Source: an optimization exercise on an open RTL-to-GDS flow (aim: small area, a short achievable clock period and few clock cycles per item). Production flows keep margins and buffers that such runs may drop.
In this exercise RTL edits were held to simulation tests only and were not proved equivalent to the original.
Power figures rest on the tool's default switching activity, not on a simulated workload.

== red ==
==> module muldiv, before the edit <==
module muldiv#(parameter XLEN = 32)
(
    input                   clk_i,
    input                   rst_i,
    input  [XLEN-1 : 0]     a_i,
    input  [XLEN-1 : 0]     b_i,
    input                   req_i,
    input  [ 2 : 0]         operation_sel_i,
    output [XLEN-1 : 0]     muldiv_result_o,
    output reg              ready_o
);
reg st_idle, st_mul, st_corr, st_norm, st_div, st_rcor, st_fix, st_done;
reg  [4:0]  cnt;       
reg  [32:0] acc_hi;    
reg  [31:0] acc_lo;    
reg  [32:0] opd;       
reg         corr;      
reg         negq;      
reg         negr;      
reg         is_rem, out_hi;
reg         out_inv;   
reg         out_zero;  
reg  [5:0]  la, lb;    
reg c_one1, c_two1, c_neg1, c_one2, c_two2, c_neg2;
reg c_z0, c_z1, c_cz, c_cin;
wire [2:0] op = operation_sel_i;
wire is_div  = op[2];
wire a_sgn   = (op == 3'd1) | (op == 3'd2) | (op == 3'd4) | (op == 3'd6);
wire b_sgn   = (op == 3'd1) | (op == 3'd4) | (op == 3'd6);
wire a_neg   = a_sgn & a_i[31];
wire b_neg   = b_sgn & b_i[31];
wire b_zero  = (b_i == 32'b0);
wire [36:0] m1x = {{4{opd[32]}}, opd};
wire [36:0] m2x = {{3{opd[32]}}, opd, 1'b0};
wire [36:0] pp1 = ({37{c_one1}} & m1x | {37{c_two1}} & m2x) ^ {37{c_neg1}};
wire [36:0] pp2 = ({37{c_one2}} & m1x | {37{c_two2}} & m2x) ^ {37{c_neg2}};
wire [36:0] row_x = {{4{acc_hi[32]}}, acc_hi};
wire [36:0] row_y = pp1;
wire [36:0] row_z = {pp2[34:0], c_z1, c_z0};
wire [36:0] csa_s = row_x ^ row_y ^ row_z;
wire [36:0] csa_c = {(row_x[35:0] & row_y[35:0]) | (row_x[35:0] & row_z[35:0]) |
                     (row_y[35:0] & row_z[35:0]), c_cz};
wire [37:0] tsum  = {csa_s, c_cin} + {csa_c, c_cin};
wire [36:0] T     = tsum[37:1];
wire        t_neg = T[36];
function [2:0] booth;
    input [2:0] x;
    booth = {x[2], x[1] ^ x[0], (x[2] & ~x[1] & ~x[0]) | (~x[2] & x[1] & x[0])};
endfunction
function [5:0] bitlen;
    input [31:0] x;
    integer i;
    begin
        bitlen = 6'd0;
        for (i = 0; i < 32; i = i + 1)
            if (x[i]) bitlen = i + 1;
    end
endfunction
wire [5:0]  nq = la + {5'd0, negr} - lb;   
wire        q_zero = negq ? t_neg : nq[5];
wire [32:0] dnorm = opd << nq[4:0];
wire        last = (cnt == 5'd0);
wire start     = (st_idle | st_done) & req_i;
wire mul_end   = st_mul & last;
wire norm_end  = st_norm & q_zero;
wire div_end   = st_div & last;
wire rcor_next = div_end & is_rem & t_neg;
wire fix_next  = (norm_end | (div_end & ~(is_rem & t_neg)) | st_rcor) & is_rem & negr;
wire done_next = (start & is_div & b_zero) | (mul_end & ~corr) | st_corr |
                 ((norm_end | (div_end & ~(is_rem & t_neg)) | st_rcor) &
                  ~(is_rem & negr)) | st_fix;
always @(posedge clk_i)
begin
    if (rst_i) begin
        st_idle <= 1'b1;
        st_mul  <= 1'b0;
        st_corr <= 1'b0;
        st_norm <= 1'b0;
        st_div  <= 1'b0;
        st_rcor <= 1'b0;
        st_fix  <= 1'b0;
        st_done <= 1'b0;
        ready_o <= 1'b0;
    end
    else begin
        st_idle <= (st_idle | st_done) & ~req_i;
        st_mul  <= (start & ~is_div) | (st_mul & ~last);
        st_corr <= mul_end & corr;
        st_norm <= start & is_div & ~b_zero;
        st_div  <= (st_norm & ~q_zero) | (st_div & ~last);
        st_rcor <= rcor_next;
        st_fix  <= fix_next;
        st_done <= done_next;
        ready_o <= done_next;
    end
end
always @(posedge clk_i)
begin
    is_rem <= op[1];
    negq   <= (a_neg ^ b_neg) & ~b_zero & ~op[1];
    negr   <= a_neg & ~b_zero;
    corr   <= ~b_sgn & b_i[31] & (op[1:0] != 2'b00);
    out_hi <= is_div ? op[1] : (op[1:0] != 2'b00);
    out_inv <= st_fix;
    out_zero <= st_norm;     
    la     <= bitlen({a_i[31] & ~a_sgn, a_i[30:0] ^ a_i[31:1]});
    lb     <= bitlen({b_i[31] & ~b_sgn, b_i[30:0] ^ b_i[31:1]} | 32'd1);
end
always @(posedge clk_i)
begin
    if (st_mul)
        acc_hi <= T[36:4];
    else if (st_corr | st_norm | st_div | st_rcor | st_fix)
        acc_hi <= T[32:0];
    else
        acc_hi <= is_div ? {1'b0, a_i ^ {32{a_neg & ~b_zero}}} : 33'b0;
    if (st_mul)
        acc_lo <= {T[3:0], acc_lo[31:4]};
    else if (st_div)
        acc_lo <= {acc_lo[30:0], ~t_neg ^ negq};
    else if (st_norm)
        acc_lo <= {32{negq}};
    else
        acc_lo <= is_div ? 32'hffffffff : b_i;
    if (st_norm)
        opd <= dnorm;
    else if (st_div & ~last)
        opd <= {opd[32], opd[32:1]};
    else                                 
        opd <= is_div ? {b_neg, b_i} : {a_neg, a_i};
    if (st_norm)
        cnt <= nq[4:0];
    else if (st_mul | st_div)
        cnt <= cnt - 5'd1;
    else
        cnt <= 5'd7;
end
always @(posedge clk_i)
begin
    {c_one1, c_two1, c_neg1, c_one2, c_two2, c_neg2} <= 6'b0;
    {c_z0, c_z1, c_cz, c_cin} <= 4'b0;
    if (st_idle | st_done) begin
        if (!is_div) begin
            {c_neg1, c_one1, c_two1} <= booth({b_i[1:0], 1'b0});
            {c_neg2, c_one2, c_two2} <= booth(b_i[3:1]);
            c_z0  <= b_i[1];
            c_z1  <= b_i[3];
            c_cz  <= b_i[3];
            c_cin <= b_i[3];
        end
        else begin
            c_one1 <= (a_neg ^ b_neg) & ~op[1];
            c_neg1 <= (a_neg ^ b_neg) & ~op[1] & ~b_neg;
            c_z0   <= (a_neg ^ b_neg) & ~op[1] & ~b_neg;
            c_cz   <= a_neg;
        end
    end
    else if (st_mul) begin
        if (!last) begin
            {c_neg1, c_one1, c_two1} <= booth(acc_lo[5:3]);
            {c_neg2, c_one2, c_two2} <= booth(acc_lo[7:5]);
            c_z0  <= acc_lo[5];
            c_z1  <= acc_lo[7];
            c_cz  <= acc_lo[7];
            c_cin <= acc_lo[7];
        end
        else
            c_one1 <= 1'b1;             
    end
    else if (st_norm & ~q_zero) begin
        c_one1 <= 1'b1;                 
        c_neg1 <= ~opd[32];
        c_z0   <= ~opd[32];
    end
    else if ((st_div & ~last) | rcor_next) begin
        c_one1 <= 1'b1;                 
        c_neg1 <= t_neg ~^ opd[32];
        c_z0   <= t_neg ~^ opd[32];
    end
    else if (st_norm | st_div | st_rcor)
        c_neg1 <= 1'b1;                 
end
assign muldiv_result_o = out_hi ? acc_hi[31:0] ^ {32{out_inv}} :
                         acc_lo & {32{~out_zero}};
endmodule
Settings: LEC_CHECK=0, CAP_MARGIN=20, CORE_MARGIN=2, CORE_UTILIZATION=55, PLACE_DENSITY=0.75, SETUP_SLACK_MARGIN=4.0, SLEW_MARGIN=20; clock period 8.5 ns.
run.sh (not shown) runs the stock make flow with config.mk's settings and CLKGATE_MAP_FILE= SYNTH_SCRIPT=/design/flow/synth_recipe.tcl, a recipe that flattens the netlist after the stock synthesis.
red was carried through to the last stage, and its layout satisfied the timing, DRC and antenna checks.
Testbench counts of red, summed over its fixed seeds: cycles 30,308, ops 3,200.
Setup changes, red to blue
-- flow/design.v --
<<< red, line 22
reg         negr;      
reg         is_rem, out_hi;
reg         out_inv;   
reg         out_zero;  
reg  [5:0]  la, lb;    
reg c_one1, c_two1, c_neg1, c_one2, c_two2, c_neg2;
>>> blue, line 22
reg         negr;      
reg         is_rem, out_hi;
reg  [5:0]  la, lb;    
reg c_one1, c_two1, c_neg1, c_one2, c_two2, c_neg2;
<<< red, line 104
    negr   <= a_neg & ~b_zero;
    corr   <= ~b_sgn & b_i[31] & (op[1:0] != 2'b00);
    out_hi <= is_div ? op[1] : (op[1:0] != 2'b00);
    out_inv <= st_fix;
    out_zero <= st_norm;     
    la     <= bitlen({a_i[31] & ~a_sgn, a_i[30:0] ^ a_i[31:1]});
    lb     <= bitlen({b_i[31] & ~b_sgn, b_i[30:0] ^ b_i[31:1]} | 32'd1);
>>> blue, line 102
    negr   <= a_neg & ~b_zero;
    corr   <= ~b_sgn & b_i[31] & (op[1:0] != 2'b00);
    out_hi <= st_fix ? 1'b0 : is_div ? op[1] : (op[1:0] != 2'b00);
    la     <= bitlen({a_i[31] & ~a_sgn, a_i[30:0] ^ a_i[31:1]});
    lb     <= bitlen({b_i[31] & ~b_sgn, b_i[30:0] ^ b_i[31:1]} | 32'd1);
<<< red, line 114
    if (st_mul)
        acc_hi <= T[36:4];
    else if (st_corr | st_norm | st_div | st_rcor | st_fix)
        acc_hi <= T[32:0];
    else
>>> blue, line 110
    if (st_mul)
        acc_hi <= T[36:4];
    else if (st_corr | st_norm | st_div | st_rcor)
        acc_hi <= T[32:0];
    else
<<< red, line 123
        acc_lo <= {acc_lo[30:0], ~t_neg ^ negq};
    else if (st_norm)
        acc_lo <= {32{negq}};
    else
        acc_lo <= is_div ? 32'hffffffff : b_i;
>>> blue, line 119
        acc_lo <= {acc_lo[30:0], ~t_neg ^ negq};
    else if (st_norm)
        acc_lo <= {32{negq & ~q_zero}};
    else if (st_fix)
        acc_lo <= ~T[31:0];             
    else
        acc_lo <= is_div ? 32'hffffffff : b_i;
<<< red, line 184
        c_neg1 <= 1'b1;                 
end
assign muldiv_result_o = out_hi ? acc_hi[31:0] ^ {32{out_inv}} :
                         acc_lo & {32{~out_zero}};
endmodule
>>> blue, line 182
        c_neg1 <= 1'b1;                 
end
assign muldiv_result_o = out_hi ? acc_hi[31:0] : acc_lo;
endmodule
Notes after the runs:
Between red and blue, the number of nets produced by synthesis is higher for red.
| fraction of power consumed by the clock network | lower: blue |
Re critical path depth: no difference whatsoever between red and blue.
red has lower hold slack than blue.
Of the two candidates, red has the better total detailed-routing wirelength and blue the worse one.
[compare] base=red new=blue: fraction of synthesized cell area in xor and xnor cells went down 1.7 points, number of fillers in the final layout lower, total chip power +about 14%, leakage power figure lost 0.085 nW.
Sequential share of layout area of red is on par with blue.
In blue relative to red, weighted congestion reported at the end of routability-driven placement had gone down slightly.
Compared with red, blue shows via count of the first global-routing pass lower by 2.4%.
Slack of the critical path ended up 130 ps lower on blue than on red.
Post-DP HPWL | blue above red
Testbench counts of blue, summed over its fixed seeds: cycles 30,308, ops 3,200.

-- what the ideal ports hide --
In the flow no input, the clock included, has a driving cell. The finished layouts below were timed again as built, in two steps.
Step 1, drivers: a clkbuf_16 drives clk_i and a buf_2 each remaining input, both assumed.
Step 2 moves the port delays by t, midway between the first and last clock arrival at a register: inputs arrive t later, outputs are due t later. That takes back most of the time a late clock gives input paths.
Three values: ideal ports, drivers, drivers and shift; two values: the first two.
run | t (ns) | slack for setup (ns) | worst hold slack (ns) | latest minus earliest clock arrival (ns) | pins driven straight from the clock port
red | 0.489 | 4.186 / 4.186 / 3.715 | 0.400 / 0.400 / 0.400 | 0.019 / 0.019 | 1
blue | 0.479 | 4.058 / 4.058 / 3.636 | 0.457 / 0.457 / 0.457 | 0.012 / 0.013 | 1
After both steps setup and hold are still met in every run listed. For red, which loses most, drivers alone change the setup slack by 0.000 ns; drivers and shift together by -0.471 ns.
